From an optimization exercise on the open Yosys and OpenROAD flow, aimed at small area; shortcuts taken in it are not production practice.
For this run, only the layout was checked, not whether the RTL still works.
No activity file was given, so power comes from the tool's default toggle rates.

### design.v
`timescale 1ns / 1ps
module qadd #(
	parameter FP_WORD_LENGTH = 32,
    parameter FP_FRAC_LENGTH = 15
)
(
    input [FP_WORD_LENGTH-1:0] a,
    input [FP_WORD_LENGTH-1:0] b,
    output [FP_WORD_LENGTH-1:0] c
);
reg [FP_WORD_LENGTH-1:0] res;
assign c = res;
always @(a,b) begin
    if(a[FP_WORD_LENGTH-1] == b[FP_WORD_LENGTH-1]) begin						 
        res[FP_WORD_LENGTH-2:0] = a[FP_WORD_LENGTH-2:0] + b[FP_WORD_LENGTH-2:0];		 
        res[FP_WORD_LENGTH-1] = a[FP_WORD_LENGTH-1];							 
        end												 
    else if(a[FP_WORD_LENGTH-1] == 0 && b[FP_WORD_LENGTH-1] == 1) begin		 
        if( a[FP_WORD_LENGTH-2:0] > b[FP_WORD_LENGTH-2:0] ) begin					 
            res[FP_WORD_LENGTH-2:0] = a[FP_WORD_LENGTH-2:0] - b[FP_WORD_LENGTH-2:0];			 
            res[FP_WORD_LENGTH-1] = 0;										 
            end
        else begin												 
            res[FP_WORD_LENGTH-2:0] = b[FP_WORD_LENGTH-2:0] - a[FP_WORD_LENGTH-2:0];			 
            if (res[FP_WORD_LENGTH-2:0] == 0)
                res[FP_WORD_LENGTH-1] = 0;										 
            else
                res[FP_WORD_LENGTH-1] = 1;										 
            end
        end
    else begin												 
        if( a[FP_WORD_LENGTH-2:0] > b[FP_WORD_LENGTH-2:0] ) begin					 
            res[FP_WORD_LENGTH-2:0] = a[FP_WORD_LENGTH-2:0] - b[FP_WORD_LENGTH-2:0];			 
            if (res[FP_WORD_LENGTH-2:0] == 0)
                res[FP_WORD_LENGTH-1] = 0;										 
            else
                res[FP_WORD_LENGTH-1] = 1;										 
            end
        else begin												 
            res[FP_WORD_LENGTH-2:0] = b[FP_WORD_LENGTH-2:0] - a[FP_WORD_LENGTH-2:0];			 
            res[FP_WORD_LENGTH-1] = 0;										 
            end
    end
end
endmodule
`timescale 1ns / 1ps
module qmults 
    #(
	parameter FP_WORD_LENGTH = 32,
	parameter FP_FRAC_LENGTH = 15
	)
	(
	input wire clk,
	input wire valid,
	input wire [7:0] a,
	input wire [FP_WORD_LENGTH-1:0] b,
	output wire [FP_WORD_LENGTH-1:0] y
	);
    reg [7:0] a_pipeline [0:6];
    reg [2*FP_WORD_LENGTH-2:0] b_pipeline [0:6];
    reg [2*FP_WORD_LENGTH-2:0] partials [0:7];
    reg [0:7] signs;
    integer i;
	always @( posedge clk )
	begin
        if( valid ) begin
            a_pipeline[0] <= a;
            b_pipeline[0] <= b;
            signs[0] <= b[FP_WORD_LENGTH-1];
            for (i = 1; i < 7; i = i+1) begin
                a_pipeline[i] <= a_pipeline[i-1];
                b_pipeline[i] <= b_pipeline[i-1];
            end
            partials[0] <= a[0] ? b : 0;
            for (i = 1; i < 8; i = i+1) begin
                partials[i] <= (a_pipeline[i-1][i] ? b_pipeline[i-1] << i : 0) +
                        partials[i-1];
                signs[i] <= signs[i-1];
            end
        end
	end
	assign y[FP_WORD_LENGTH-1] = signs[7];
	assign y[FP_WORD_LENGTH-2:0] = partials[7][FP_WORD_LENGTH-2:0];
endmodule
`timescale 1ns / 1ps
module mac
#(
    parameter integer FP_WORD_LENGTH = 32,
    parameter integer FP_FRAC_LENGTH = 15
)
(
    input clk,
    input valid,
    input [7:0] in,
    input [FP_WORD_LENGTH-1:0] w,
    input [FP_WORD_LENGTH-1:0] b,
    output [FP_WORD_LENGTH-1:0] out
    );
	wire [FP_WORD_LENGTH-1:0] d;
    qmults 
    #(
        .FP_WORD_LENGTH(FP_WORD_LENGTH),
        .FP_FRAC_LENGTH(FP_FRAC_LENGTH)
    )qmults_unit(
        .clk(clk),
        .valid(valid),
        .a(in),
        .b(w),
        .y(d)
    );
    qadd #(
        .FP_WORD_LENGTH(FP_WORD_LENGTH),
        .FP_FRAC_LENGTH(FP_FRAC_LENGTH)
    )qadd_unit(
        .a(d),
        .b(b),
        .c(out)
    );
endmodule
`timescale 1 ns / 1 ps
module register
#(
    parameter FP_WORD_LENGTH = 32
) 
(
	input clk,
	input reset, 
	input valid,
	input [FP_WORD_LENGTH-1:0] w, 
	output reg [FP_WORD_LENGTH-1:0] r
);
always @(posedge clk)
begin
	if( reset ) 
		r <= 0;
	else if( valid )
		r <= w;
end	 
endmodule 
module shift
#(
    parameter FP_WORD_LENGTH = 32,
    parameter IMAGE_WIDTH = 640,
    parameter KERNEL_SIZE = 3
)
(
	input clk,
	input valid,
	input [FP_WORD_LENGTH-1:0] data_in,
	output [FP_WORD_LENGTH-1:0] data_out
);
	localparam D = IMAGE_WIDTH-KERNEL_SIZE;
	reg [FP_WORD_LENGTH-1:0] hr[D-1:0];
	integer i;
	always @(posedge clk) 
	begin
	   if( valid ) begin
            hr[0] <= data_in;
            for(i=1; i<D; i=i+1)
                hr[i] <= hr[i-1];
       end
	end
	assign data_out = hr[D-1];
endmodule
`timescale 1ns / 1ps
module conv
#(
    parameter integer IMAGE_HEIGHT = 480,
    parameter integer IMAGE_WIDTH  = 640,
    parameter integer KERNEL_SIZE  = 3,
    parameter integer FP_WORD_LENGTH = 32,
    parameter integer FP_FRAC_LENGTH = 15
)
(	
    input wire clk,
    input wire reset,
	input wire [6:0] display_mode,
    input wire [7:0] pxl_in,
    output reg [23:0] pxl_out,
    output wire ready_in,
	input wire valid_in,
	output wire valid_out,
	output wire sop_out,
	output wire eop_out
);
    reg [FP_WORD_LENGTH-1 : 0] kernel_00;
    reg [FP_WORD_LENGTH-1 : 0] kernel_01;
    reg [FP_WORD_LENGTH-1 : 0] kernel_02;
    reg [FP_WORD_LENGTH-1 : 0] kernel_10;
    reg [FP_WORD_LENGTH-1 : 0] kernel_11;
    reg [FP_WORD_LENGTH-1 : 0] kernel_12;
    reg [FP_WORD_LENGTH-1 : 0] kernel_20;
    reg [FP_WORD_LENGTH-1 : 0] kernel_21;
    reg [FP_WORD_LENGTH-1 : 0] kernel_22;
	always @*
	begin 
		case(display_mode)
			7'b0000000:			 
				begin
					kernel_00 = 32'b00000000000000000000000000000000;
					kernel_01 = 32'b00000000000000000000000000000000;
					kernel_02 = 32'b00000000000000000000000000000000;
					kernel_10 = 32'b00000000000000000000000000000000;
					kernel_11 = 32'b00000000000000001000000000000000;
					kernel_12 = 32'b00000000000000000000000000000000;
					kernel_20 = 32'b00000000000000000000000000000000;
					kernel_21 = 32'b00000000000000000000000000000000;
					kernel_22 = 32'b00000000000000000000000000000000;
				end
			7'b0000001:			 
				begin
					kernel_00 = 32'b00000000000000000000100110011101;
					kernel_01 = 32'b00000000000000000000111111011010;
					kernel_02 = 32'b00000000000000000000100110011101;
					kernel_10 = 32'b00000000000000000000111111011010;
					kernel_11 = 32'b00000000000000000001101000100011;
					kernel_12 = 32'b00000000000000000000111111011010;
					kernel_20 = 32'b00000000000000000000100110011101;
					kernel_21 = 32'b00000000000000000000111111011010;
					kernel_22 = 32'b00000000000000000000100110011101;
				end
			7'b0000010:			 
				begin
					kernel_00 = 32'b00000000000000000000110100001010;
					kernel_01 = 32'b00000000000000000000111011000110;
					kernel_02 = 32'b00000000000000000000110100001010;
					kernel_10 = 32'b00000000000000000000111011000110;
					kernel_11 = 32'b00000000000000000001000010111110;
					kernel_12 = 32'b00000000000000000000111011000110;
					kernel_20 = 32'b00000000000000000000110100001010;
					kernel_21 = 32'b00000000000000000000111011000110;
					kernel_22 = 32'b00000000000000000000110100001010;
				end
			7'b0000100:			 
				begin
					kernel_00 = 32'b00000000000000001000000000000000;
					kernel_01 = 32'b00000000000000000000000000000000;
					kernel_02 = 32'b10000000000000001000000000000000;
					kernel_10 = 32'b00000000000000010000000000000000;
					kernel_11 = 32'b00000000000000000000000000000000;
					kernel_12 = 32'b10000000000000010000000000000000;
					kernel_20 = 32'b00000000000000001000000000000000;
					kernel_21 = 32'b00000000000000000000000000000000;
					kernel_22 = 32'b10000000000000001000000000000000;
				end
			7'b0001000:			 
				begin
					kernel_00 = 32'b10000000000000001000000000000000;
					kernel_01 = 32'b10000000000000010000000000000000;
					kernel_02 = 32'b10000000000000001000000000000000;
					kernel_10 = 32'b00000000000000000000000000000000;
					kernel_11 = 32'b00000000000000000000000000000000;
					kernel_12 = 32'b00000000000000000000000000000000;
					kernel_20 = 32'b00000000000000001000000000000000;
					kernel_21 = 32'b00000000000000010000000000000000;
					kernel_22 = 32'b00000000000000001000000000000000;
				end
			7'b00010000:			 
				begin
					kernel_00 = 32'b00000000000000001000000000000000;
					kernel_01 = 32'b00000000000000000000000000000000;
					kernel_02 = 32'b10000000000000001000000000000000;
					kernel_10 = 32'b00000000000000001000000000000000;
					kernel_11 = 32'b00000000000000000000000000000000;
					kernel_12 = 32'b10000000000000001000000000000000;
					kernel_20 = 32'b00000000000000001000000000000000;
					kernel_21 = 32'b00000000000000000000000000000000;
					kernel_22 = 32'b10000000000000001000000000000000;
				end
			7'b0100000:			 
				begin
					kernel_00 = 32'b00000000000000001000000000000000;
					kernel_01 = 32'b00000000000000001000000000000000;
					kernel_02 = 32'b00000000000000001000000000000000;
					kernel_10 = 32'b00000000000000000000000000000000;
					kernel_11 = 32'b00000000000000000000000000000000;
					kernel_12 = 32'b00000000000000000000000000000000;
					kernel_20 = 32'b10000000000000001000000000000000;
					kernel_21 = 32'b10000000000000001000000000000000;
					kernel_22 = 32'b10000000000000001000000000000000;
				end
			default:		 
				begin
					kernel_00 = 32'b00000000000000000000111000111001;
					kernel_01 = 32'b00000000000000000000111000111001;
					kernel_02 = 32'b00000000000000000000111000111001;
					kernel_10 = 32'b00000000000000000000111000111001;
					kernel_11 = 32'b00000000000000000000111000111001;
					kernel_12 = 32'b00000000000000000000111000111001;
					kernel_20 = 32'b00000000000000000000111000111001;
					kernel_21 = 32'b00000000000000000000111000111001;
					kernel_22 = 32'b00000000000000000000111000111001;
				end
		endcase
	end 
	wire [FP_WORD_LENGTH-1:0] wire_00; wire [FP_WORD_LENGTH-1:0] wire_01; wire [FP_WORD_LENGTH-1:0] wire_02;
    wire [FP_WORD_LENGTH-1:0] wire_10; wire [FP_WORD_LENGTH-1:0] wire_11; wire [FP_WORD_LENGTH-1:0] wire_12;
    wire [FP_WORD_LENGTH-1:0] wire_20; wire [FP_WORD_LENGTH-1:0] wire_21; wire [FP_WORD_LENGTH-1:0] wire_22;
    wire [FP_WORD_LENGTH-1:0] reg_00; wire [FP_WORD_LENGTH-1:0] reg_01; wire [FP_WORD_LENGTH-1:0] reg_02; wire[FP_WORD_LENGTH-1:0] sr_0; 	
    wire [FP_WORD_LENGTH-1:0] reg_10; wire [FP_WORD_LENGTH-1:0] reg_11; wire [FP_WORD_LENGTH-1:0] reg_12; wire[FP_WORD_LENGTH-1:0] sr_1; 
    wire [FP_WORD_LENGTH-1:0] reg_20; wire [FP_WORD_LENGTH-1:0] reg_21; wire [FP_WORD_LENGTH-1:0] reg_22; 
	mac mac_00(clk, valid_in, pxl_in, kernel_00, 0, wire_00);
	register r_00(clk, reset, valid_in, wire_00, reg_00); 
	mac mac_01(clk, valid_in, pxl_in, kernel_01, reg_00, wire_01);
	register r_01(clk, reset, valid_in, wire_01, reg_01); 
	mac mac_02r(clk, valid_in, pxl_in, kernel_02, reg_01, wire_02);
	register r_02r(clk, reset, valid_in, wire_02, reg_02); 
    shift #(.FP_WORD_LENGTH(FP_WORD_LENGTH), .IMAGE_WIDTH(IMAGE_WIDTH), .KERNEL_SIZE(KERNEL_SIZE)) row_1r(clk, valid_in, reg_02, sr_0);
	mac mac_10(clk, valid_in, pxl_in, kernel_10, sr_0, wire_10); 
	register r_10(clk, reset, valid_in, wire_10, reg_10); 
	mac mac_11(clk, valid_in, pxl_in, kernel_11, reg_10, wire_11);
	register r_11(clk, reset, valid_in, wire_11, reg_11);
    mac mac_12r(clk, valid_in, pxl_in, kernel_12, reg_11, wire_12); 
	register r_12(clk, reset, valid_in, wire_12, reg_12); 
	shift #(.FP_WORD_LENGTH(FP_WORD_LENGTH), .IMAGE_WIDTH(IMAGE_WIDTH), .KERNEL_SIZE(KERNEL_SIZE)) row_2(clk, valid_in, reg_12, sr_1);
	mac mac_20(clk, valid_in, pxl_in, kernel_20, sr_1, wire_20);
	register r_20r(clk, reset, valid_in, wire_20, reg_20); 
	mac mac_21(clk, valid_in, pxl_in, kernel_21, reg_20, wire_21); 
	register r_21r(clk, reset, valid_in, wire_21, reg_21); 
	mac mac_22(clk, valid_in, pxl_in, kernel_22, reg_21, wire_22); 
	register r_22r(clk, reset, valid_in, wire_22, reg_22); 
    wire [7:0] temp;
	assign temp = reg_22[FP_WORD_LENGTH-1] ? 8'd0 : (reg_22[FP_WORD_LENGTH-2:FP_FRAC_LENGTH+8] ? 8'd255 : reg_22[FP_FRAC_LENGTH+7:FP_FRAC_LENGTH]);        
	wire zeros_padding;
	assign zeros_padding = (irow < KERNEL_SIZE-1) | (irow > IMAGE_HEIGHT) | 
						   (irow == KERNEL_SIZE-1 && icol0 < 8+1+1) | (irow == IMAGE_HEIGHT && icol0 > 8+1) |
						   (icol0 == 8+1) | (icol0 == KERNEL_SIZE-1+8);
	always @( posedge clk ) 
	begin
		if( zeros_padding ) 
			pxl_out <= 24'd0; 
		else 
			pxl_out <= {3{temp}};
	end 
	reg [9:0] irow;
    reg [9:0] icol0;
    reg [9:0] icol1;
    always @( posedge clk )
    begin
        if( reset ) begin 
			irow <= 10'd0;
			icol0 <= 10'd0;
		end
		else if( irow==IMAGE_HEIGHT+1 && icol0==8+1 ) begin 
			irow <= 10'd1;
			if ( valid_in ) 
				icol0 <= 10'd10;
			else 
				icol0 <= 10'd9;
		end
		else if( valid_in ) begin 
            icol0 <= icol0 + 1;
			if( icol0==IMAGE_WIDTH-1 ) begin
                irow <= irow + 1;
				icol0 <= 10'd0;
			end
		end 
    end
	always @( posedge clk )
	begin 
		if( reset ) 
			icol1 <= 10'd0;
		else 
			icol1 <= icol0;
	end 
	assign ready_in = 1'b1;
	reg valid_out_reg;
	always @( posedge clk )
	begin 
		if( reset )
			valid_out_reg <= 1'b0;
		else if( icol0 != icol1 ) begin 
			if( irow>KERNEL_SIZE/2-1 && irow<IMAGE_HEIGHT+1 ) begin
				if ( icol0>KERNEL_SIZE-1+8-1 )
					valid_out_reg <= 1'b1;
				else if ( irow>KERNEL_SIZE/2 && icol0<8+1+1 )
					valid_out_reg <= 1'b1;
				else
					valid_out_reg <= 1'b0;
			end 
			else if( irow==IMAGE_HEIGHT+1 ) begin 
			    if ( icol0<8+1+1 )
					valid_out_reg <= 1'b1;
				else
					valid_out_reg <= 1'b0; 
			end
			else 
				valid_out_reg <= 1'b0;
		end
		else 
			valid_out_reg <= 1'b0;
	end
    assign valid_out = valid_out_reg;
    reg eop_out_reg;
    always @( posedge clk )
    begin
		if( reset )
			eop_out_reg <= 1'b0;
		else if( icol0 != icol1 ) begin 
			if( irow==IMAGE_HEIGHT+1 && icol0==8+1 ) 
				eop_out_reg <= 1'b1;
			else 
				eop_out_reg <= 1'b0; 
		end
		else
		  eop_out_reg <= 1'b0;
    end
    assign eop_out = eop_out_reg;
	reg sop_out_reg;
    always @( posedge clk )
    begin
		if( reset )
			sop_out_reg <= 1'b0;
		else if( icol0 != icol1 ) begin 
			if( irow==KERNEL_SIZE/2 && icol0==KERNEL_SIZE-1+8 )
				sop_out_reg <= 1'b1;
			else 
				sop_out_reg <= 1'b0;
		end
		else
		  sop_out_reg <= 1'b0;
    end
    assign sop_out = sop_out_reg;
endmodule
`timescale 1 ns / 1 ps
	module avalon_filter_3x3 #
	(
        parameter integer IMAGE_HEIGHT = 48,
        parameter integer IMAGE_WIDTH  = 64,
        parameter integer KERNEL_SIZE  = 3,
        parameter integer FP_WORD_LENGTH = 32,
        parameter integer FP_FRAC_LENGTH = 15,
		parameter integer SINK_DATA_WIDTH	= 24,
		parameter integer SOURCE_DATA_WIDTH	= 24
	)
	(
		input wire Clk,
		input wire Reset,
		input wire [6:0] Display_mode,
		output wire Sink_ready,
		input wire Sink_valid,
		input wire Sink_sop,
		input wire Sink_eop,
		input wire [SINK_DATA_WIDTH-1 : 0] Sink_data,
		input wire Source_ready,
		output wire Source_valid,
		output wire Source_sop,
		output wire Source_eop,
		output wire [SOURCE_DATA_WIDTH-1 : 0] Source_data
	);
    conv #(
        .IMAGE_HEIGHT(IMAGE_HEIGHT),
        .IMAGE_WIDTH(IMAGE_WIDTH),
        .KERNEL_SIZE(KERNEL_SIZE),
        .FP_WORD_LENGTH(FP_WORD_LENGTH),
        .FP_FRAC_LENGTH(FP_FRAC_LENGTH)
    )conv_unit(
        .clk(Clk),
        .reset(Reset),
		.display_mode(Display_mode),
        .pxl_in(Sink_data[7:0]),
        .pxl_out(Source_data),
        .ready_in(Sink_ready),
		.valid_in(Sink_valid),
        .valid_out(Source_valid),
		.sop_out(Source_sop),
        .eop_out(Source_eop)
    );    
	endmodule
### run.sh
#!/bin/bash
# synth_recipe.tcl (not shown) runs the flow's synth.tcl, then flattens the netlist and writes it again
# the make line also repeats each setting of config.mk as NAME=value (left out here)
make -C /OpenROAD-flow-scripts/flow DESIGN_CONFIG=/design/flow/config.mk WORK_HOME=/design/flow/orfs CLKGATE_MAP_FILE= SYNTH_SCRIPT=/design/flow/synth_recipe.tcl finish
### config.mk
export PLATFORM = sky130hd
export DESIGN_NAME = avalon_filter_3x3
export DESIGN_NICKNAME = avalon_filter_3x3
export VERILOG_FILES = /design/flow/design.v
export SDC_FILE = /design/flow/constraint.sdc
export NUM_CORES = 8
export LEC_CHECK = 0
export CAP_MARGIN = 20
export CORE_MARGIN = 2
export CORE_UTILIZATION = 40
export SLEW_MARGIN = 20
### constraint.sdc
create_clock -name core_clock -period 6.0 [get_ports {Clk}]
set_input_delay 1.2000 -clock core_clock [delete_from_list [all_inputs] [get_ports {Clk}]]
set_output_delay 1.2000 -clock core_clock [all_outputs]
set_load 0.01 [all_outputs]
==> notes.md <==
==> cells in the mapped netlist, types with 62 or more instances <==
cell | n | area [µm²]
sky130_fd_sc_hd__a211oi_1 | 132 | 991
sky130_fd_sc_hd__a21boi_0 | 62 | 465
sky130_fd_sc_hd__a21o_1 | 268 | 2010
sky130_fd_sc_hd__a21oi_1 | 896 | 4480
sky130_fd_sc_hd__a31oi_1 | 111 | 694
sky130_fd_sc_hd__and2_1 | 284 | 1780
sky130_fd_sc_hd__buf_2 | 75 | 375
sky130_fd_sc_hd__clkbuf_1 | 315 | 1180
sky130_fd_sc_hd__dfxtp_1 | 314 | 6290
sky130_fd_sc_hd__edfxtp_1 | 5018 | 151000
sky130_fd_sc_hd__ha_1 | 1032 | 12900
sky130_fd_sc_hd__inv_1 | 837 | 3140
sky130_fd_sc_hd__mux2i_1 | 143 | 1430
sky130_fd_sc_hd__nand2_1 | 642 | 2410
sky130_fd_sc_hd__nand2b_1 | 145 | 907
sky130_fd_sc_hd__nand3_1 | 145 | 726
sky130_fd_sc_hd__nand4_1 | 115 | 719
sky130_fd_sc_hd__nor2_1 | 884 | 3320
sky130_fd_sc_hd__nor2b_1 | 131 | 820
sky130_fd_sc_hd__nor3_1 | 230 | 1150
sky130_fd_sc_hd__nor4_1 | 68 | 425
sky130_fd_sc_hd__o21a_1 | 79 | 593
sky130_fd_sc_hd__o21ai_0 | 603 | 3020
sky130_fd_sc_hd__o21bai_1 | 186 | 1400
sky130_fd_sc_hd__xnor2_1 | 631 | 5530
sky130_fd_sc_hd__xor2_1 | 259 | 2270
==> worst max-delay path, cell delays in order (launching register included) <==
cell and delay (ps):
sky130_fd_sc_hd__edfxtp_1 620, sky130_fd_sc_hd__inv_1 490, sky130_fd_sc_hd__fa_1 310, sky130_fd_sc_hd__o21bai_1 80, sky130_fd_sc_hd__a21oi_1 280, sky130_fd_sc_hd__o221ai_1 270, sky130_fd_sc_hd__a21oi_1 400, sky130_fd_sc_hd__o21bai_1 220
sky130_fd_sc_hd__a2111oi_0 780, sky130_fd_sc_hd__o41a_1 300, sky130_fd_sc_hd__o22ai_1 120, sky130_fd_sc_hd__o41a_1 450, sky130_fd_sc_hd__nand3_1 140, sky130_fd_sc_hd__xnor2_1 130, sky130_fd_sc_hd__nand2_1 80, sky130_fd_sc_hd__a221oi_1 280
==> power by group <==
group	leakage, nW	total (W)	switching [W]	internal [W]
sequential	51.8	0.0462	0.00182	0.0444
clock	8.71	0.0334	0.0143	0.0191
combinational	29.7	0.0191	0.0124	0.00667
total	90.2	0.0988	0.0286	0.0702
==> worst min path at each step <==
| stage | from | end | slack, ps |
|---|---|---|---|
| 2_1_floorplan | conv_unit.mac_00.qmults_unit.signs[0] | conv_unit.mac_00.qmults_unit.signs[1] | 400 |
| 3_3_place_gp | conv_unit.row_1r.hr[36][14] | conv_unit.row_1r.hr[37][14] | 400 |
| 3_5_place_dp | conv_unit.mac_02r.qmults_unit.a_pipeline[1][3] | conv_unit.mac_10.qmults_unit.a_pipeline[2][3] | 400 |
| 4_1_cts | conv_unit.row_2.hr[9][5] | conv_unit.row_2.hr[10][5] | 340 |
| 5_1_grt | conv_unit.row_2.hr[9][5] | conv_unit.row_2.hr[10][5] | 350 |
| 6_report | conv_unit.row_2.hr[9][5] | conv_unit.row_2.hr[10][5] | 350 |
==> kinds of logic (layout without fill, tap and decap cells) <==
kind of cell | count (synthesis) | in the layout | share of synthesized area (%)
xor gates and xnor gates | 890 | 890 | 3.57
muxes | 167 | 167 | 0.778
and+or+nand+nor | 2911 | 2911 | 6.49
adders and majority gates | 1091 | 1091 | 6.45
other | 1 | 5 | 0.00172
buffers and inverters | 1322 | 2107 | 2.37
DFF | 5332 | 5332 | 71.8
AOI/OAI and AO/OA | 2929 | 2929 | 8.54
==> metrics by stage <==
step | utilization, % | hold WS [ps] | setup slack [ps] | area (µm²)
CTS | 45.2 | 336 | 1000 | 246000
global placement | 41.9 | 400 | 1020 | 228000
finish | 45.2 | 347 | 926 | 246000
floorplan | - | 400 | 2280 | 219000
detailed placement | 41.9 | 405 | 1060 | 228000
global route | 45.2 | 350 | 659 | 246000
==> metal layers <==
layer / share of wire, % / GRT usage [%] / vias to the layer above
met4: 2.5 / 4.38 / 2
met1: 49 / 25.2 / 56137
met3: 5.1 / 2.60 / 670
li1: - / - / 55051
met2: 44 / 25.0 / 2495
met5: 0.0032 / 0 / -
==> final cells by class <==
class	instances	share of cell area [%]
antenna	4	0.00407
clock buffer	709	6.04
timing repair buffer	238	0.914
sequential	5332	63.8
tap	7234	3.68
multi-input combinational	7989	23.0
clock inverter	304	1.27
inverter	856	1.31
==> out/qor.txt <==
hpwl dp - 330000 µm
Longest Clk Path Bufs - 4
clock latency on the worst-skew pair - 1110 ps
CTS clock-pin slew for the worst setup and hold paths - 60 ps
Avg Inst Size Synth - 14.9 µm²
Resized cells post-CTS - 0
layout cell share with drive strength beyond 1 - 7.54%
wire length of the first global-routing pass - 703000 µm
commonest non-fill, non-tap cells in the layout - 5018 x sky130_fd_sc_hd__edfxtp_1, 1030 x sky130_fd_sc_hd__ha_1, 896 x sky130_fd_sc_hd__a21oi_1
kind of launch point of the worst setup path - flip-flop
quantity of I/O buffers inserted on ports - 44
via count of the first global-routing pass - 110968
drt initial violations - 10096
Filler Cells Inserted - 47836
number of clock buffers inserted by TritonCTS - 558
die area - 0.552 mm²
setup repair after global routing missed its margin - no
WS Path Type - reg -> reg
relative max-transition margin - 21.2%
pin count of the biggest net entering global routing - 206
GRT Util Overall - 16.7%
Synthesized Nets - 15771
crit path capture - conv_unit.r_20r.r[28]
maximum clock rate - 197 MHz
share of flip-flops with an asynchronous set or reset - 0%
via count - 114355
Yosys Warn Count - 9
number of ports placed on the die boundary - 65
TritonCTS clock tree - done
result of the run - no timing/DRC/antenna violations
leading cell type in the layout, fill and taps excluded - sky130_fd_sc_hd__edfxtp_1
total power draw - 0.0988 W
detailed-route wire length - 473000 µm
final cycle utilization of the critical path - 84.6%
endpoints failing hold - 0
origin of the worst setup path - conv_unit.mac_20.qmults_unit.partials[7][1]
Min Clock Period, post-route - 5070 ps
count of final max-slew check failures - 0
number of routed nets with antenna violations - 0
number of flops mapped to enable cells by yosys - 5018
worst path arrival time - 5980 ps
synthesized instance count - 14643
Hold WC Path Type - reg -> reg
number of rows in the core area - 271
overall die height - 743 µm
worst-case reg-to-reg path depth - 15
global-route congestion overflow total - 0
DR WL/cell - 20.9 µm
hold buffer count at cts - 0
Layout Area Growth over Synthesis - 12.5%
number of maximum-capacitance violations - 0
area of all sequential standard cells - 0.157 mm²
Setup TNS Final - 0 ps
number of stages on the worst hold path - 0
area of the core region - 0.545 mm²
TritonRoute pass-1 iters - 6
TritonCTS Sinks - 5332
effective utilization at floorplan - 40.1%
Leakage Power - 90.2 nW
top flip-flop cell by instance count after synthesis - sky130_fd_sc_hd__edfxtp_1
transition time of the tightest slew-check pin - 1180 ps
final setup vio count - 0
Worst Skew - 131 ps
Via-to-Cell Ratio - 5.05
PwrDens - 401 mW/mm²
H-tree depth reported by CTS - 6
Netlist Area Pre-Place - 0.219 mm²
worst ir drop on vdd - 0.000277 V
element type at the critical path end - flip-flop
placed cells - 21648
final cell count without fillers - 22666
multi-input logic area - 0.0565 mm²
CP max FO - 7
reg2reg setup slack - 930 ps
placer's final routability congestion estimate - 0.920
share of the yosys chip area belonging to registers - 71.8%
Die Width - 743 µm
buffers inserted during post-CTS setup optimization - 0
Reg-to-Reg Start - conv_unit.mac_20.qmults_unit.partials[7][1]
required time of the worst setup path - 6910 ps
nets@finish - 16103
Crit Reg-Reg Endpoint - conv_unit.r_20r.r[28]
antenna violations before repair - 37
largest registers - conv_unit.row_1r.hr x1952, conv_unit.row_2.hr x1952, conv_unit.mac_21.qmults_unit.partials x161
flip-flop and latch count after synthesis - 5332
root buf cell - sky130_fd_sc_hd__clkbuf_16
total DRC errors in the routed layout - 0
number of unique standard cell types used by synthesis - 115

-- afterwards: timing with drivers on the ports --
The results above use ideal ports. As a check the final layout listed here was re-extracted and re-timed, cells and wires unchanged. Step 1 sets driving cells, clkbuf_16 on the clock port and buf_2 on the other inputs (assumed; they add their load-dependent delay and slew). Step 2 adds t to the input delays and takes it off the output delays; t is the mean of the earliest and latest rising clock arrival at the registers after step 1. Input paths then give back, and output paths get back, about the clock's delay inside the block. a / b / c = ideal / step 1 / step 2; a / b = the first two.
t, ns: 1.153
setup WS [ns]: 0.926 / 0.926 / 0.926
hold WS [ns]: 0.347 / 0.347 / 0.347
latest minus earliest clock arrival (ns): 0.143 / 0.144
After both steps this run still meets setup and hold. The setup slack of this run moves by 0.000 ns with the drivers and by 0.000 ns with both steps.
